From an optimization exercise on the open Yosys and OpenROAD flow, aimed at small area, a short achievable clock period and few clock cycles per item; shortcuts taken in it are not production practice.
The RTL was checked by simulation tests, not by an equivalence proof against the original design.

==> flow/design.v (outline; a module is shown in full before it is edited, if it fits) <==
// module multiplyer: 1177 lines
module multiplyer(
    clk,
    rst_n,
    A,
    B,
    result,
    start_sig,
    done_sig
);
  // ...
==> flow/flow/run.sh <==
#!/bin/bash
set -uo pipefail
export BUFFER_PORTS_ARGS="-buffer_cell sky130_fd_sc_hd__buf_2"
bash standard.sh synth > synth.log 2>&1 || exit 1
R=$(sed -n 's/.*WORK_HOME=\([^ ]*\).*/\1/p' standard.sh | head -1)/results/$FLOW_PLATFORM/multiplyer/base
LIB=$FLOW_HOME/platforms/$FLOW_PLATFORM/lib/sky130_fd_sc_hd__tt_025C_1v80.lib
cp $R/1_2_yosys.v yosys_orig.v
python3 flow/polopt2.py $LIB yosys_orig.v yosys_pol.v > polopt.log 2>&1
python3 flow/cutff.py yosys_orig.v orig_comb.v
python3 flow/cutff.py yosys_pol.v pol_comb.v
cat > equiv.ys <<EOS
read_liberty -ignore_miss_func $LIB
read_verilog orig_comb.v
rename $FLOW_TOP gold
read_verilog pol_comb.v
rename $FLOW_TOP gate
flatten
miter -equiv -flatten gold gate miter
hierarchy -top miter
techmap
opt -fast
aigmap
write_aiger -zinit miter.aig
EOS
ABC=$(dirname $(command -v yosys))/yosys-abc
if [ -s yosys_pol.v ] && yosys -s equiv.ys > equiv.log 2>&1 && \
   $ABC -c "read miter.aig; print_stats; iprove" > cec.log 2>&1 && \
   grep -q "^UNSATISFIABLE" cec.log; then
  cp yosys_pol.v $R/1_2_yosys.v
  rm -f $R/1_synth.odb
  echo "polarity rewrite used" >> polopt.log
else
  echo "equivalence not proven; keeping synthesized netlist" >> polopt.log
fi
bash standard.sh > standard.log 2>&1
==> flow/flow/cutff.py <==
#!/usr/bin/env python3
"""Make a combinational copy of a mapped netlist for equivalence checking:
every flip-flop instance is removed, its Q net becomes input port
q_<n> and each of its inputs (D, RESET_B, ...) output port d_<n>_<pin>,
where <n> is the instance's position among the flip-flops sorted by name.

usage: cutff.py in.v out.v"""
import re, sys
src = open(sys.argv[1]).read()
cell_re = re.compile(r"^(\s*)(sky130_fd_sc_hd__\w+)\s+(\S+)\s*\((.*?)\);\n", re.S | re.M)
pin_re = re.compile(r"\.(\w+)\(([^()]*)\)")
ffs = []
for m in cell_re.finditer(src):
    if re.search(r"__(df|sdf|edf|dl)", m.group(2)):
        ffs.append((m.group(3), m.span(), [(p, n.strip()) for p, n in pin_re.findall(m.group(4))]))
ffs.sort()
ports, assigns, decls = [], [], []
spans = set()
for i, (name, span, pins) in enumerate(ffs):
    spans.add(span)
    for p, n in pins:
        if p in ("Q",):
            ports.append(f"q_{i}_{p}")
            decls.append(f"  input q_{i}_{p};\n")
            assigns.append(f"  assign {n} = q_{i}_{p};\n")
        elif p in ("Q_N",):
            ports.append(f"q_{i}_{p}")
            decls.append(f"  input q_{i}_{p};\n")
            assigns.append(f"  assign {n} = q_{i}_{p};\n")
        elif p not in ("CLK", "CLK_N", "GATE"):
            ports.append(f"d_{i}_{p}")
            decls.append(f"  output d_{i}_{p};\n")
            assigns.append(f"  assign d_{i}_{p} = {n} ;\n")
out = []
pos = 0
for m in cell_re.finditer(src):
    if m.span() in spans:
        out.append(src[pos:m.start()])
        pos = m.end()
out.append(src[pos:])
text = "".join(out)
i = text.index(");", text.index("module"))
text = text[:i] + "".join(", " + p for p in ports) + text[i:]
j = text.index(";", i) + 1
text = text[:j] + "\n" + "".join(decls) + text[j:]
k = text.rfind("endmodule")
text = text[:k] + "".join(assigns) + text[k:]
open(sys.argv[2], "w").write(text)
==> flow/flow/polopt2.py <==
#!/usr/bin/env python3
"""Inverter minimisation on a mapped sky130 netlist by output polarity.

Every full adder is self-dual (FA(~a,~b,~c) = (~sum,~cout)), and many
single-output gates have a complementary cell with the same inputs
(and2/nand2, a21o/a21oi, xor2/xnor2, ...).  This pass chooses for each full
adder and each such gate whether it produces its signal true or
complemented, so that the inverters between cells plus the gates' area are
as small as possible, and rewires the netlist with at most one inverter per
signal.  Flip-flops, half adders, ports and other cells keep their
function; the result is logically equivalent (checked by the flow with Yosys).

usage: polopt2.py liberty in.v out.v
"""
import re
import sys
import random
import itertools
from collections import defaultdict

libf, inf, outf = sys.argv[1:4]
OUTPINS = {"X", "Y", "SUM", "COUT", "Q", "Q_N", "HI", "LO"}
INV_AREA = 3.7536

# ---- liberty: area, single-output function truth tables, complements ----
lib = open(libf).read()
libcells = {}
for m in re.finditer(r'cell \("(sky130_fd_sc_hd__\w+)"\) \{', lib):
    name = m.group(1)
    start = m.end()
    nxt = lib.find('\n    cell (', start)
    blk = lib[start:nxt if nxt > 0 else len(lib)]
    am = re.search(r'area : ([\d.]+)', blk)
    if not am or 'ff (' in blk or 'latch (' in blk or 'statetable' in blk:
        continue
    funcs = re.findall(r'pin \("(\w+)"\) \{(?:(?!pin \().)*?direction : "output";(?:(?!pin \().)*?function : "([^"]*)"', blk, re.S)
    ins = re.findall(r'pin \("(\w+)"\) \{\s*(?:[^{}]*?)direction : "input"', blk)
    libcells[name] = (float(am.group(1)), funcs, tuple(sorted(ins)))


def truth(func, ins):
    expr = func.replace('!', '~')
    tt = 0
    for i, vals in enumerate(itertools.product((0, 1), repeat=len(ins))):
        env = dict(zip(ins, vals))
        if eval(expr, {}, env) & 1:
            tt |= 1 << i
    return tt


bad = re.compile(r'lpflow|probe|clk|dly|buf_|bufinv|bufbuf|einv|ebuf|conb|diode|tap|fill|decap|mux2i|lsbuf')
sig = {}
for name, (area, funcs, ins) in libcells.items():
    if len(funcs) != 1 or bad.search(name) or not ins:
        continue
    sig[name] = (ins, truth(funcs[0][1], ins), funcs[0][0], area)
bykey = defaultdict(list)
for name, (ins, tt, op, area) in sig.items():
    bykey[(ins, tt)].append((area, name))
comp = {}
for name, (ins, tt, op, area) in sig.items():
    full = (1 << (1 << len(ins))) - 1
    c = bykey.get((ins, tt ^ full))
    if c:
        comp[name] = min(c)[1]

# ---- netlist ----
src = open(inf).read()
cell_re = re.compile(r"^(\s*)(sky130_fd_sc_hd__\w+)\s+(\S+)\s*\((.*?)\);\n", re.S | re.M)
pin_re = re.compile(r"\.(\w+)\(([^()]*)\)")
cells = []
for m in cell_re.finditer(src):
    pins = [(p, n.strip()) for p, n in pin_re.findall(m.group(4))]
    cells.append(dict(type=m.group(2), name=m.group(3), pins=pins, span=m.span(), ind=m.group(1)))

outports = set()
for m in re.finditer(r"^\s*output\s+(\[(\d+):(\d+)\]\s*)?(\S+?)\s*;", src, re.M):
    if m.group(1):
        hi, lo = int(m.group(2)), int(m.group(3))
        for i in range(min(hi, lo), max(hi, lo) + 1):
            outports.add(f"{m.group(4)}[{i}]")
    else:
        outports.add(m.group(4))

driver = {}
for ci, c in enumerate(cells):
    for p, n in c["pins"]:
        if p in OUTPINS:
            driver[n] = (ci, p)

is_inv = lambda t: re.match(r"sky130_fd_sc_hd__inv_\d+$", t) is not None
is_fa = lambda t: re.match(r"sky130_fd_sc_hd__fa_\d+$", t) is not None

removable = set()
for ci, c in enumerate(cells):
    if is_inv(c["type"]) and dict(c["pins"])["Y"] not in outports:
        removable.add(ci)

fas = set(ci for ci, c in enumerate(cells) if is_fa(c["type"]))
# gates that may swap to their complement: not driving a port directly
swappable = set()
for ci, c in enumerate(cells):
    if ci in removable or c["type"] not in comp:
        continue
    outs = [n for p, n in c["pins"] if p in OUTPINS]
    if len(outs) == 1 and outs[0] not in outports:
        swappable.add(ci)


def base(n):
    pol = 0
    for _ in range(1000):
        if n in driver and driver[n][0] in removable:
            n = dict(cells[driver[n][0]]["pins"])["A"]
            pol ^= 1
        else:
            return n, pol
    raise Exception("inverter loop")


cons = defaultdict(list)   # base -> [(ci, pi, pol)]
reads = defaultdict(set)   # ci -> bases it reads
for ci, c in enumerate(cells):
    if ci in removable:
        continue
    for pi, (p, n) in enumerate(c["pins"]):
        if p in OUTPINS or n.startswith("1'") or n == "":
            continue
        b, pol = base(n)
        cons[b].append((ci, pi, pol))
        reads[ci].add(b)
outs_of = {ci: [n for p, n in cells[ci]["pins"] if p in OUTPINS] for ci in range(len(cells))}
swappable = set(ci for ci in swappable
                if cons.get(outs_of[ci][0]) and all(x[0] in fas for x in cons[outs_of[ci][0]]))

flip = defaultdict(int)


def phys(b):
    d = driver.get(b)
    if d and (d[0] in fas or d[0] in swappable):
        return flip[d[0]]
    return 0


def inv_needed(b):
    ph = phys(b)
    for ci, pi, pol in cons.get(b, ()):
        if (pol ^ (flip[ci] if ci in fas else 0)) != ph:
            return 1
    return 0


def gate_area(ci):
    t = cells[ci]["type"]
    return sig[comp[t]][3] if flip[ci] else sig[t][3]


def local(ci):
    bs = set(outs_of[ci])
    if ci in fas:
        bs |= reads[ci]
    a = sum(inv_needed(b) for b in bs) * INV_AREA
    if ci in swappable:
        a += gate_area(ci)
    return a


allbases = list(cons.keys())
before_inv = sum(inv_needed(b) for b in allbases)
vars_ = sorted(fas | swappable)
import math
rng = random.Random(1)
cur = sum(inv_needed(b) for b in allbases) * INV_AREA + sum(gate_area(c) for c in swappable)
best = cur
bestflip = dict(flip)
T0, T1, steps = 4.0, 0.05, 200000
for st in range(steps):
    T = T0 * (T1 / T0) ** (st / steps)
    ci = vars_[rng.randrange(len(vars_))]
    a0 = local(ci)
    flip[ci] ^= 1
    a1 = local(ci)
    d = a1 - a0
    if d <= 0 or rng.random() < math.exp(-d / T):
        cur += d
        if cur < best - 1e-9:
            best = cur
            bestflip = dict(flip)
    else:
        flip[ci] ^= 1
flip = defaultdict(int, bestflip)
after_inv = sum(inv_needed(b) for b in allbases)
sys.stderr.write(f"removable inverters {len(removable)} -> signals needing an inverter "
                 f"{before_inv} -> {after_inv}; adders flipped {sum(flip[c] for c in fas)}, "
                 f"gates swapped {sum(flip[c] for c in swappable)} of {len(swappable)}\n")

# ---- rewrite ----
newpins = {ci: list(c["pins"]) for ci, c in enumerate(cells)}
newtype = {ci: c["type"] for ci, c in enumerate(cells)}
for ci in swappable:
    if flip[ci]:
        t = cells[ci]["type"]
        nt = comp[t]
        op_old = sig[t][2]
        op_new = sig[nt][2]
        newtype[ci] = nt
        newpins[ci] = [(op_new if p == op_old else p, n) for p, n in newpins[ci]]
newcells = []
newwires = []
k = 0
for b, lst in cons.items():
    ph = phys(b)
    invnet = None
    for ci, pi, pol in lst:
        req = pol ^ (flip[ci] if ci in fas else 0)
        p, _ = newpins[ci][pi]
        if req == ph:
            newpins[ci][pi] = (p, b)
        else:
            if invnet is None:
                k += 1
                invnet = f"_polinv{k}_"
                newwires.append(invnet)
                newcells.append(f"  sky130_fd_sc_hd__inv_1 _polinvc{k}_ (\n    .A({b} ),\n    .Y({invnet} )\n  );\n")
            newpins[ci][pi] = (p, invnet)

out = []
pos = 0
for ci, c in enumerate(cells):
    s, e = c["span"]
    out.append(src[pos:s])
    pos = e
    if ci in removable:
        continue
    body = ",\n".join(f"    .{p}({n} )" for p, n in newpins[ci])
    out.append(f"{c['ind']}{newtype[ci]} {c['name']} (\n{body}\n  );\n")
tail = src[pos:]
i = tail.rfind("endmodule")
out.append(tail[:i] + "".join(newcells) + tail[i:])
text = "".join(out)
decl = "".join(f"  wire {w};\n" for w in newwires)
j = text.index(");", text.index("module")) + 3
text = text[:j] + decl + text[j:]
open(outf, "w").write(text)
==> flow/standard.sh <==
#!/bin/bash
# synth_recipe.tcl (not shown) runs the flow's synth.tcl, then flattens the netlist and writes it again
# the make line also repeats each setting of config.mk as NAME=value (left out here)
make -C /OpenROAD-flow-scripts/flow DESIGN_CONFIG=/design/flow/config.mk WORK_HOME=/design/flow/orfs CLKGATE_MAP_FILE= SYNTH_SCRIPT=/design/flow/synth_recipe.tcl "${@:-finish}"
==> flow/config.mk <==
export PLATFORM = sky130hd
export DESIGN_NAME = multiplyer
export DESIGN_NICKNAME = multiplyer
export VERILOG_FILES = /design/flow/design.v
export SDC_FILE = /design/flow/constraint.sdc
export NUM_CORES = 4
export LEC_CHECK = 0
export CAP_MARGIN = 20
export CORE_MARGIN = 2
export CORE_UTILIZATION = 60
export CTS_BUF_LIST = sky130_fd_sc_hd__clkbuf_4 sky130_fd_sc_hd__clkbuf_8
export CTS_CLUSTER_SIZE = 30
export PLACE_DENSITY = 0.75
export SETUP_SLACK_MARGIN = 3.0
export SLEW_MARGIN = 20
==> flow/constraint.sdc <==
create_clock -name core_clock -period 8.0 [get_ports {clk}]
set_input_delay 1.6000 -clock core_clock [delete_from_list [all_inputs] [get_ports {clk}]]
set_output_delay 1.6000 -clock core_clock [all_outputs]
set_load 0.01 [all_outputs]
==> qor.yml, run 1 <==
tns_ns: 0
overflow: 0
relSlewSlack_pct: 50.9
hold_ws_ns: 0.476
final_cell_mix: "163 x fa_1, 135 x a22oi_1, 127 x xnor2_1"
layout-drive-gt1-share_pct: 17.2
vias_per_cell: 6.46
io_pins: 103
synth_area_per_cell_sq_um: 10.2
synthCells: 1077
nets: 1448
setup_viol: 0
regMostFlops: "rX"
multi_input_cells: 903
busiest_layer: "met2"
outcome: "no timing/DRC/antenna violations"
buffers: 126
largest_class: "multi-input combinational cells"
diodes: 0
r2r-end: "rC"
worst_r2r_path_depth: 14
tightestPinTransition_ns: 0.734
place.gp.congestion: 0.942
first_pass_iters: 6
fin_area_sq_um: 12100
n_clock_buffer: 9
synth_area_sq_um: 11000
stdcell_count: 1371
Testbench counts, summed over its fixed seeds: cycles 4,800, items 1,600.
==> inputs of run 2 (changes only) <==
--- a/flow/flow/run.sh
+++ b/flow/flow/run.sh
@@ -2,3 +2,3 @@
 set -uo pipefail
-export BUFFER_PORTS_ARGS="-buffer_cell sky130_fd_sc_hd__buf_2"
+export BUFFER_PORTS_ARGS="-buffer_cell sky130_fd_sc_hd__buf_1"
 bash standard.sh synth > synth.log 2>&1 || exit 1
--- a/flow/config.mk
+++ b/flow/config.mk
@@ -15 +15,2 @@
 export SLEW_MARGIN = 20
+export TNS_END_PERCENT = 20
==> run 2 against run 1 <==
Effect of this change: still clean on timing, DRC and antenna; die area unchanged; via count up 2.1%; sequential cell count unchanged; synthesized cell count unchanged; critical endpoint is now rY[4].
==> qor.yml, run 2 <==
outcome: "no timing/DRC/antenna violations"
rsz0062_at_grt: "true"
r2r-end: "rY[4]"
hp-start: "cnt[0]"
worst_r2r_path_depth: 14  # unchanged
initialDrtViolationCount: 809
via_count: 9041
max_stage_delay_ns: 0.53
r2r_slack_ns: 3.19
final_common_cell: "fa_1"
io_buffers: 101
clock_sinks: 70
track_usage_pct: 33.7
grt_pass1_wl_microns: 50400
core_area_sq_um: 18000
worstSetupPathType: "primary input to flop"
grt_pass1_vias: 9032
largest_reg_flops: 26
overflow: 0  # unchanged
hpwlAfterDp_microns: 23200
crit_start: "B[9]"
nets: 1456  # +0.55%
hold_ws_ns: 0.486  # +0.00985 ns
fin_crit_ns: 4.96
cp_data_required_time_ns: 8.27
relSlewSlack_pct: 26.4  # -25 points
drcViolationCount: 0
regMostFlops: "rX"
wl_microns: 33000
cts_tree: "built"
top_regs: "rX: 26 flops, rY: 25 flops, rS: 9 flops"
worstSkewPairLatency_ns: 0.40
min-delay-path-class: "flop to flop"
arrival_ns: 5.23
synthCells: 1077  # unchanged
tns_ns: 0  # unchanged
initial_core_util_pct: 61.0
io_pins: 103  # unchanged
h-tree-depth: 3
drt-wirelength-per-cell_microns: 23.9
hold_path_depth: 1
max_freq_mhz: 202
multi_input_area_sq_um: 9410
cts_buffers: 9
critical_path.cell_chain: "buf_1, a22oi_2, nand2_1, o21ai_1, a32o_4, a22oi_1, xnor2_1, fa_1, fa_1, fa_1, fa_1"
vias_per_cell: 6.56  # +1.5%
synth_area_per_cell_sq_um: 10.2  # unchanged
synth.net_count: 1388
min_to: "cnt[0]"
grt_max_degree: 45
period_share_pct: 62.0
slowest_stage: "fa_1"
final_cell_mix: "163 x fa_1, 136 x a22oi_1, 127 x xnor2_1"
die_w_microns: 139
synth_area_sq_um: 11000  # unchanged
first_pass_iters: 6  # unchanged
cts_root_buf: "clkbuf_8"
holdBufCountCts: 0
areaGrowthSynthToFinish_pct: 10.7
max-cap-violations: 0
dieArea_sq_um: 19400
setup_viol: 0  # unchanged
worst_setup_path_start_kind: "primary input"
ant_nets: 0
endpoint_kind: "flop"
seqCellArea_sq_um: 1410
layout-drive-gt1-share_pct: 9.57  # -7.6 points
grt_antenna_before_repair: 0
path_clk_slew_ns: 0.09
path_common_cell: "fa_1"
diodes: 0  # unchanged
fin_skew_ns: 0.0183
die_h_microns: 139
finalHoldViolations: 0
clockBufferDepth: 2
cp_max_fo: 12
fillers: 1398
maxSlewViolCount: 0
tightestPinTransition_ns: 1.10  # +0.368 ns
place.gp.congestion: 0.989  # +5.0%
rows: 49
yosysWarnings: 1
timing.rr.start: "cnt[1]"
## run 2: changes by cell type in the layout (fill, tap and decap cells not counted), moves of 2 or more
cell,previous run,this run
o21ai_1,6,8
buf_4,18,26
a31oi_4,0,2
buf_1,0,98
a31oi_2,2,0
buf_2,101,1
inv_8,2,0
o21ai_0,16,14
bufinv_16,1,3
a211oi_2,1,3
clkbuf_2,0,2
## run 2: final cells by class
| type | count | area share (%) |
|---|---|---|
| Timing Repair Buffer | 133 | 5.50 |
| Clock inverter | 7 | 1.00 |
| Clock buffer | 9 | 1.02 |
| Tap cell | 229 | 2.36 |
| Inverter | 27 | 0.928 |
| Multi-Input combinational cell | 904 | 77.6 |
| Sequential cell | 70 | 11.6 |
## run 2: worst max-delay path: cells and delay by family
kind,cells,cell delay [ns]
buffers and inverters,1,0.08
xor gates and xnor gates,1,0.27
and+or+nand+nor,1,0.10
adders and majority gates,4,1.84
AOI/OAI and AO/OA,4,1.33
## run 2: per-stage QoR
step	util, %	std cells	instance area (sq um)	setup slack [ns]
after global routing	67.5	1379	12100	2.91
final	67.5	1379	12100	3.04
after global placement	63.4	1339	11400	1.82
after detailed placement	63.4	1339	11400	1.81
after floorplan	-	1077	11000	2.92
after CTS	66.0	1366	11900	2.95
## run 2: worst max-delay path by stage
stage / slack (ns) / depth (start not counted) / end
floorplan: 2.92 / 10 / rY[11]
global placement: 1.82 / 13 / rC
detailed placement: 1.81 / 13 / rC
CTS: 2.95 / 13 / result[18]
global route: 2.91 / 11 / rY[4]
finish: 3.04 / 11 / rY[4]
## run 2: what timing repair did
action,in CTS,in global routing
endpoints found under the setup margin,76,59
resized for setup,27,35
pin swaps,5,16
cloned,1,1
setup buffers,10,12
## run 2: routing by layer
layer  track usage [%]  vias up  routed length (microns)
met3              9.25      139                     3750
met2              53.5      581                    15000
met4              15.3        0                     2000
met1              43.3     4380                    12200
li1                  -     3941                        -
met5                 0        -                        0
==> inputs of run 3 (changes only) <==
--- a/flow/config.mk
+++ b/flow/config.mk
@@ -15,2 +15 @@
 export SLEW_MARGIN = 20
-export TNS_END_PERCENT = 20
==> run 3 against run 2 <==
Effect of this change: non-clock buffer count rose by 7; worst hold slack got worse by 0.019 ns; final cell count rose by 0.44%; critical path depth rose by 2; global-route usage fell by 0.11 points; largest cell class unchanged.
==> qor.yml, run 3 <==
multi_input_area_sq_um: 9350  # -0.64%
clock_sinks: 70  # unchanged
cts_root_buf: "clkbuf_8"
synth_area_per_cell_sq_um: 10.2  # unchanged
synth.net_count: 1388  # unchanged
min-delay-path-class: "flop to flop"
io_pins: 103  # unchanged
initial_core_util_pct: 61.0  # unchanged
die_w_microns: 139  # unchanged
first_pass_iters: 6  # unchanged
slowest_stage: "fa_1"
synthCells: 1077  # unchanged
ant_nets: 0  # unchanged
max_freq_mhz: 205  # +1.9%
rows: 49  # unchanged
grt_max_degree: 41  # -8.9%
fin_skew_ns: 0.0183  # +0.0000270 ns
tns_ns: 0  # unchanged
period_share_pct: 60.9  # -1.1 points
tightestPinTransition_ns: 1.12  # +0.0176 ns
critPathTopFamily: "adder cells"
critical_path.cell_chain: "buf_1, a22oi_2, buf_4, inv_1, or2_1, o22ai_4, buf_6, a22oi_1, xor2_1, fa_1, fa_1, fa_1, fa_1"
final_cell_mix: "163 x fa_1, 134 x a22oi_1, 128 x xnor2_1"
stdcell_count: 1385  # +0.44%
final_common_cell: "fa_1"
worstSkewPairLatency_ns: 0.39  # about the same
relSlewSlack_pct: 25.2  # -1.2 points
path_common_cell: "fa_1"
drcViolationCount: 0  # unchanged
arrival_ns: 5.15  # -0.08 ns
setup_viol: 0  # unchanged
fin_crit_ns: 4.87  # -0.0919 ns
grt_pass1_vias: 9148  # +1.3%
endpoint_kind: "flop"
dp.cells: 1339  # unchanged
max_stage_delay_ns: 0.54  # about the same
fillers: 1400  # +0.14%
max-cap-violations: 0  # unchanged
rsz0062_at_grt: "true"
hpwlAfterDp_microns: 23200  # about the same
layout-drive-gt1-share_pct: 9.60  # +0.037 points
critPathBufInv: 4  # +3
hold_ws_ns: 0.468  # -0.0185 ns
cts_tree: "built"
outcome: "no timing/DRC/antenna violations"
io_buffers: 101  # unchanged
cp_max_fo: 16  # +4
grt_pass1_wl_microns: 50200  # -0.26%
grt_antenna_before_repair: 0  # unchanged
diodes: 0  # unchanged
worst_setup_path_start_kind: "primary input"
path_clk_slew_ns: 0.10  # about the same
initialDrtViolationCount: 806  # -0.37%
regMostFlops: "rX"
vias_per_cell: 6.51  # -0.74%
final_util_pct: 67.4  # -0.19 points
wl_microns: 32500  # -1.5%
place.gp.congestion: 1.00  # +1.6%
h-tree-depth: 3  # unchanged
via_count: 9013  # -0.31%
maxSlewViolCount: 0  # unchanged
yosysWarnings: 1  # unchanged
nets: 1462  # +0.41%
track_usage_pct: 33.6  # -0.11 points
finalHoldViolations: 0  # unchanged
clockBufferDepth: 2  # unchanged
worstSetupPathType: "primary input to flop"
dieArea_sq_um: 19400  # unchanged
drt-wirelength-per-cell_microns: 23.4  # -1.9%
areaGrowthSynthToFinish_pct: 10.4
cts_buffers: 9  # unchanged
top_regs: "rX: 26 flops, rY: 25 flops, rS: 9 flops"
largest_reg_flops: 26  # unchanged
holdBufCountCts: 0  # unchanged
die_h_microns: 139  # unchanged
synth_area_sq_um: 11000  # unchanged
overflow: 0  # unchanged
cp_data_required_time_ns: 8.28  # about the same
seqCellArea_sq_um: 1410  # about the same
core_area_sq_um: 18000  # unchanged
-- run 3: stage by stage --
stage,setup slack (ns),area [sq um]
4_1_cts,2.94,11800
3_5_place_dp,1.77,11400
3_3_place_gp,1.85,11400
6_report,3.13,12100
5_1_grt,2.97,12100
2_1_floorplan,2.97,11000
-- run 3: what timing repair did --
action	in CTS	in global routing
pin swaps	4	13
buffers inserted	12	17
cloned	1	0
endpoints found under the setup margin	77	54
gates resized for setup	27	25
-- run 3: metal layers --
layer / global-route usage [%] / vias to the layer above / part of all wire, %
met5: 0 / - / 0
li1: - / 3957 / -
met4: 16.1 / 0 / 5.1
met2: 53.2 / 586 / 46
met3: 10.7 / 124 / 11
met1: 41.9 / 4346 / 38
-- run 3: final timing paths --
path | to | depth (start not counted) | from | slack [ns]
worst min register to register | cnt[0] | 1 | cnt[0] | 0.47
max in group asynchronous | cnt[0] | 1 | rst_n | 6.90
worst max-delay path | rY[14] | 13 | B[1] | 3.13
worst min-delay path | cnt[0] | 1 | cnt[0] | 0.47
min in group asynchronous | cnt[1] | 1 | rst_n | 0.97
worst max register to register | rY[14] | 14 | cnt[0] | 3.24
-- run 3: worst reg2reg max path, cell delays in order (launching register included) --
cell,delay [ns]
dfrtp_1,0.41
inv_1,0.12
ha_4,0.35
buf_6,0.34
a22oi_2,0.15
buf_4,0.15
inv_1,0.07
ha_2,0.19
nor2_1,0.06
inv_1,0.60
xor2_1,0.30
fa_1,0.51
fa_1,0.47
fa_1,0.54
fa_1,0.40
-- run 3: layout make-up --
class / count / area share, %
inverter: 27 / 0.931
sequential: 70 / 11.7
timing repair buffer: 140 / 5.94
clock inverter: 7 / 0.807
multi-input combinational: 903 / 77.3
clock buffer: 9 / 1.02
tap: 229 / 2.37
==> inputs of run 4 (changes only) <==
--- a/flow/config.mk
+++ b/flow/config.mk
@@ -13,3 +13,3 @@
 export PLACE_DENSITY = 0.75
-export SETUP_SLACK_MARGIN = 3.0
+export SETUP_SLACK_MARGIN = 3.2
 export SLEW_MARGIN = 20
==> run 4 against run 3 <==
Effect of this change: still clean; sequential cell count did not move; critical path depth fell by 1; worst hold slack improved by 0.0032 ns; final cell count rose by 0.79%; core utilization rose by 2.0 points; final area rose by 3.0%; clock skew fell by 0.0014 ns; non-clock buffer count rose by 7; critical endpoint is now rY[11]; largest cell class unchanged.
==> qor.yml, run 4 <==
outcome: "no timing/DRC/antenna violations"
h-tree-depth: 3  # unchanged
areaGrowthSynthToFinish_pct: 13.8
path_clk_slew_ns: 0.09  # about the same
first_pass_iters: 7  # +1
synthCells: 1077  # unchanged
multi_input_area_sq_um: 9570  # +2.3%
synth.net_count: 1388  # unchanged
max_freq_mhz: 211  # +2.6%
regMostFlops: "rX"
overflow: 0  # unchanged
synth_area_sq_um: 11000  # unchanged
maxSlewViolCount: 0  # unchanged
max-cap-violations: 0  # unchanged
wl_microns: 33200  # +2.1%
rows: 49  # unchanged
wl_met2_microns: 15400  # +3.2%
slowest_stage: "fa_1"
cts_buffers: 9  # unchanged
cp_data_required_time_ns: 8.24  # -0.04 ns
seqCellArea_sq_um: 1410  # +0.18%
largest_reg_flops: 26  # unchanged
top_layer: "met4"
clockBufferDepth: 2  # unchanged
cts_root_buf: "clkbuf_8"
ant_nets: 0  # unchanged
diodes: 0  # unchanged
core_area_sq_um: 18000  # unchanged
critical_path.cell_chain: "buf_1, a22oi_2, inv_2, or2_1, o22ai_4, buf_12, a22oi_1, xnor2_1, fa_1, fa_1, fa_1, fa_1"
track_usage_pct: 33.9  # +0.25 points
max_stage_delay_ns: 0.55  # about the same
grt_max_degree: 65  # +59%
grt_antenna_before_repair: 0  # unchanged
layout-drive-gt1-share_pct: 13.4  # +3.8 points
worstSkewPairLatency_ns: 0.38  # about the same
grt_pass1_wl_microns: 51100  # +1.6%
finalHoldViolations: 0  # unchanged
worstSetupPathType: "primary input to flop"
final_util_pct: 69.4  # +2.0 points
min-delay-path-class: "flop to flop"
cp_max_fo: 11  # -5
tns_ns: 0  # unchanged
die_h_microns: 139  # unchanged
synth_area_per_cell_sq_um: 10.2  # unchanged
drt-met1-wl_microns: 12500  # +1.8%
rsz0062_at_grt: "true"
period_share_pct: 59.3  # -1.5 points
vias_per_cell: 6.55  # +0.67%
final.setup.worst_slack_ns: 3.25  # +0.123 ns
clock_sinks: 70  # unchanged
worst_setup_path_start_kind: "primary input"
fillers: 1380  # -1.4%
place.gp.congestion: 0.939  # -6.5%
final_cell_mix: "162 x fa_1, 134 x a22oi_1, 127 x xnor2_1"
fin_skew_ns: 0.0169  # -0.00136 ns
wl_met3_microns: 3730  # +1.4%
io_buffers: 101  # unchanged
nets: 1473  # +0.75%
initial_core_util_pct: 61.0  # unchanged
dieArea_sq_um: 19400  # unchanged
grt_pass1_vias: 9222  # +0.81%
path_common_cell: "fa_1"
setup_viol: 0  # unchanged
dp_slack_ns: 2.29  # +0.518 ns
tightestPinTransition_ns: 1.11  # -0.0141 ns
drt-wirelength-per-cell_microns: 23.8  # +1.3%
holdBufCountCts: 0  # unchanged
endpoint_kind: "flop"
initialDrtViolationCount: 1031  # +28%
die_w_microns: 139  # unchanged
cts_tree: "built"
drcViolationCount: 0  # unchanged
arrival_ns: 4.99  # -0.16 ns
via_count: 9145  # +1.5%
io_pins: 103  # unchanged
relSlewSlack_pct: 26.3  # +1.0 points
yosysWarnings: 1  # unchanged
top_regs: "rX: 26 flops, rY: 25 flops, rS: 9 flops"
final_common_cell: "fa_1"
hpwlAfterDp_microns: 22600  # -2.3%
fin_crit_ns: 4.75  # -0.123 ns
run 4: metrics by stage:
stage,instance area [sq um],cells,hold WS [ns]
after floorplan,11100,1077,0.437
after global placement,11400,1337,0.460
after detailed placement,11400,1337,0.462
after CTS,12000,1374,0.474
after global routing,12500,1396,0.499
final,12500,1396,0.471
run 4: cell type report:
class,count,area share (%)
Multi-Input combinational cell,907,76.8
Sequential cell,70,11.3
Timing Repair Buffer,147,6.81
Tap cell,229,2.30
Clock buffer,11,1.21
Inverter,27,0.923
Clock inverter,5,0.652
run 4: path summary, 6_finish.rpt:
check                        from     end  slack, ns  depth (start not counted)
max                          B[1]  rY[11]       3.25                         12
min                        cnt[0]  cnt[0]       0.47                          1
max reg2reg                cnt[1]   rY[3]       3.44                         12
min reg2reg                cnt[0]  cnt[0]       0.47                          1
max in group asynchronous   rst_n  cnt[1]       6.89                          1
min in group asynchronous   rst_n  cnt[0]       0.99                          1
run 4: repair_timing:
action,in CTS,in global routing
pin swaps,18,40
gates resized for setup,43,52
buffers inserted,17,21
setup endpoints to repair,78,59
gates cloned,4,1
endpoints found under the hold margin,0,0
run 4: metal layers:
layer | up-vias | track usage [%]
met5 | - | 0
met4 | 0 | 13.3
met3 | 137 | 7.11
met2 | 605 | 54.3
met1 | 4418 | 45.2
li1 | 3985 | -
run 4: worst max-delay path: cells and delay by family:
| kind | cells | cell delay [ns] |
|---|---|---|
| AO/OA/AOI/OAI | 3 | 0.48 |
| XOR/XNOR | 1 | 0.35 |
| adder cells (fa/ha/maj) | 4 | 1.89 |
| buffers and inverters | 3 | 0.32 |
| AND/OR/NAND/NOR | 1 | 0.34 |
==> inputs of run 5 (changes only) <==
--- a/flow/config.mk
+++ b/flow/config.mk
@@ -9,7 +9,7 @@
 export CORE_MARGIN = 2
-export CORE_UTILIZATION = 60
+export CORE_UTILIZATION = 70
 export CTS_BUF_LIST = sky130_fd_sc_hd__clkbuf_4 sky130_fd_sc_hd__clkbuf_8
 export CTS_CLUSTER_SIZE = 30
-export PLACE_DENSITY = 0.75
-export SETUP_SLACK_MARGIN = 3.2
+export PLACE_DENSITY = 0.85
+export SETUP_SLACK_MARGIN = 3.0
 export SLEW_MARGIN = 20
==> run 5 against run 4 <==
Effect of this change: still clean on timing, DRC and antenna; synthesized area unchanged; die area down 14%; final area down 3.2%; critical path depth up 4; maximum frequency down 4.7%; via count up 2.1%; first-iteration DRC count up 17%; sequential cell count unchanged; routed wire length up 1.5%; core utilization up 9.7 points; sequential share of layout area up 0.35 points; critical endpoint is now rC.
==> qor.yml, run 5 <==
crit_start: "B[0]"
yosysWarnings: 1  # unchanged
relSlewSlack_pct: 31.5  # +5.3 points
fin_crit_ns: 4.98  # +0.233 ns
tightestPinTransition_ns: 1.03  # -0.0789 ns
critPathTopFamily: "adder cells"
maxSlewViolCount: 0  # unchanged
worstSetupPathType: "primary input to flop"
io_pins: 103  # unchanged
critical_path.cell_chain: "buf_1, a22o_1, ha_4, nor2_4, clkinvlp_4, buf_4, xor2_1, fa_1, fa_1, ha_1, o21a_1, o21a_1, o21ai_0, nand2b_1, a21oi_1, o21ai_0"
clock_sinks: 70  # unchanged
track_usage_pct: 41.2  # +7.3 points
period_share_pct: 62.2  # +2.9 points
place.gp.congestion: 0.985  # +4.9%
h-tree-depth: 3  # unchanged
final_cell_mix: "163 x fa_1, 136 x a22oi_1, 127 x xnor2_1"
wl_microns: 33700  # +1.5%
outcome: "no timing/DRC/antenna violations"
critPathBufInv: 3  # unchanged
drt-wirelength-per-cell_microns: 24.7  # +4.1%
path_clk_slew_ns: 0.10  # about the same
overflow: 0  # unchanged
initialDrtViolationCount: 1202  # +17%
slowest_stage: "fa_1"
arrival_ns: 5.26  # +0.27 ns
hp-start: "cnt[0]"
drcViolationCount: 0  # unchanged
fin_skew_ns: 0.0153  # -0.00169 ns
io_buffers: 101  # unchanged
cp_data_required_time_ns: 8.28  # +0.04 ns
rsz0062_at_grt: "true"
areaGrowthSynthToFinish_pct: 10.1
core_area_sq_um: 15300  # -15%
dieArea_sq_um: 16700  # -14%
cts_buffers: 9  # unchanged
regMostFlops: "rX"
die_h_microns: 129  # -7.2%
worst_setup_path_start_kind: "primary input"
hpwlAfterDp_microns: 23300  # +2.9%
tns_ns: 0  # unchanged
synth.net_count: 1388  # unchanged
final_common_cell: "fa_1"
timing.rr.start: "cnt[0]"
synth_area_per_cell_sq_um: 10.2  # unchanged
synth_area_sq_um: 11000  # unchanged
min-delay-path-class: "flop to flop"
vias_per_cell: 6.86  # +4.8%
cts_tree: "built"
die_w_microns: 129  # -7.2%
grt_pass1_vias: 9434  # +2.3%
grt_max_degree: 43  # -34%
synthCells: 1077  # unchanged
diodes: 0  # unchanged
top_regs: "rX: 26 flops, rY: 25 flops, rS: 9 flops"
layout-drive-gt1-share_pct: 9.39  # -4.0 points
r2r_slack_ns: 3.20  # -0.24 ns
clockBufferDepth: 2  # unchanged
cts_root_buf: "clkbuf_8"
worstSkewPairLatency_ns: 0.39  # about the same
setup_viol: 0  # unchanged
holdBufCountCts: 0  # unchanged
nets: 1456  # -1.2%
initial_core_util_pct: 71.8  # +11 points
max_stage_delay_ns: 0.52  # -0.03 ns
max_freq_mhz: 201  # -4.7%
grt_pass1_wl_microns: 51500  # +0.85%
endpoint_kind: "flop"
finalHoldViolations: 0  # unchanged
via_count: 9341  # +2.1%
grt_antenna_before_repair: 0  # unchanged
cp_max_fo: 10  # -1
max-cap-violations: 0  # unchanged
ant_nets: 0  # unchanged
rows: 45  # -8.2%
first_pass_iters: 7  # unchanged
final_util_pct: 79.1  # +9.7 points
largest_reg_flops: 26  # unchanged
==> run 5: cell count changes in the layout (fill, tap and decap cells not counted), moves of 4 or more <==
cell    before  now
buf_4       33   27
buf_12       7    1
buf_2        4    0
buf_1       90   97
==> run 5: timing repair <==
action	CTS	global route
gates resized for setup	27	31
setup buffers	18	5
endpoints found under the hold margin	0	0
pin swaps	5	10
gates cloned	1	0
setup endpoints to repair	74	59
==> run 5: layout make-up <==
| class | count | area, sq um |
|---|---|---|
| Multi-Input combinational cell | 903 | 9380 |
| Fill cell | 970 | 3190 |
| Sequential cell | 70 | 1410 |
| Timing Repair Buffer | 134 | 679 |
| Tap cell | 211 | 264 |
| Clock buffer | 9 | 124 |
| Inverter | 27 | 113 |
| Clock inverter | 7 | 96.3 |
==> run 5: worst paths after layout <==
check / to / depth (start not counted)
max in group asynchronous: cnt[1] / 1
min reg2reg: cnt[0] / 1
max reg2reg: rC / 14
min: cnt[0] / 1
max: rC / 16
min in group asynchronous: cnt[0] / 1
==> run 5: routing by layer <==
metal  track usage, %  vias up  routed length, microns
met4             22.8        0                    2420
met1             51.1     4494                   11800
met3             12.1      216                    4230
met5                0        -                       0
met2             65.0      685                   15200
li1                 -     3946                       -
==> run 5: worst register-to-register path: stages (launching register included) <==
cell     delay [ns]
dfrtp_1        0.42
inv_1          0.12
ha_4           0.37
buf_6          0.34
a22oi_2        0.17
or3_1          0.43
nand2_4        0.33
a22oi_1        0.15
xnor2_1        0.20
fa_1           0.58
fa_1           0.54
fa_1           0.49
ha_1           0.32
a21oi_1        0.14
o21ai_0        0.09
==> run 5: through the flow <==
stage                     hold slack (ns)  std cells  worst slack (ns)  area [sq um]
after floorplan                     0.437       1077              2.97         11000
after global placement              0.459       1321              1.90         11400
after detailed placement            0.468       1321              1.84         11400
after CTS                           0.482       1356              2.88         11900
after global routing                0.504       1361              2.90         12100
final                               0.491       1361              3.02         12100

==> separate check: timing with driven ports <==
Ports are ideal in the flow. The routed layouts listed here were re-timed in OpenROAD. Step 1 assumes that a clkbuf_16 drives the clock port and a buf_2 every other input. Step 2 times the ports against the registers' clock, not the clock port: input delays grow and output delays shrink by t, the midpoint of the rising clock arrivals with the driver on. Slacks: ideal ports / drivers / drivers and shift; pairs: ideal ports / drivers.
run | t, ns | setup slack, ns | worst hold slack (ns) | worst setup path after step 2 | worst slew at a driven data input, ns
run 1 | 0.415 | 3.077 / 3.095 / 2.680 | 0.476 / 0.476 / 0.476 | input to register | 0.04
run 2 | 0.431 | 3.039 / 3.058 / 2.627 | 0.486 / 0.486 / 0.486 | input to register | 0.03
run 3 | 0.423 | 3.131 / 3.095 / 2.727 | 0.468 / 0.468 / 0.468 | input to register | 0.03
run 4 | 0.412 | 3.254 / 3.212 / 2.865 | 0.471 / 0.471 / 0.471 | input to register | 0.03
run 5 | 0.423 | 3.021 / 3.028 / 2.604 | 0.491 / 0.491 / 0.491 | input to register | 0.04
After both steps every run listed still meets setup and hold. The setup slack of run 5, which loses most, moves by +0.007 ns with the drivers and by -0.417 ns with both steps.
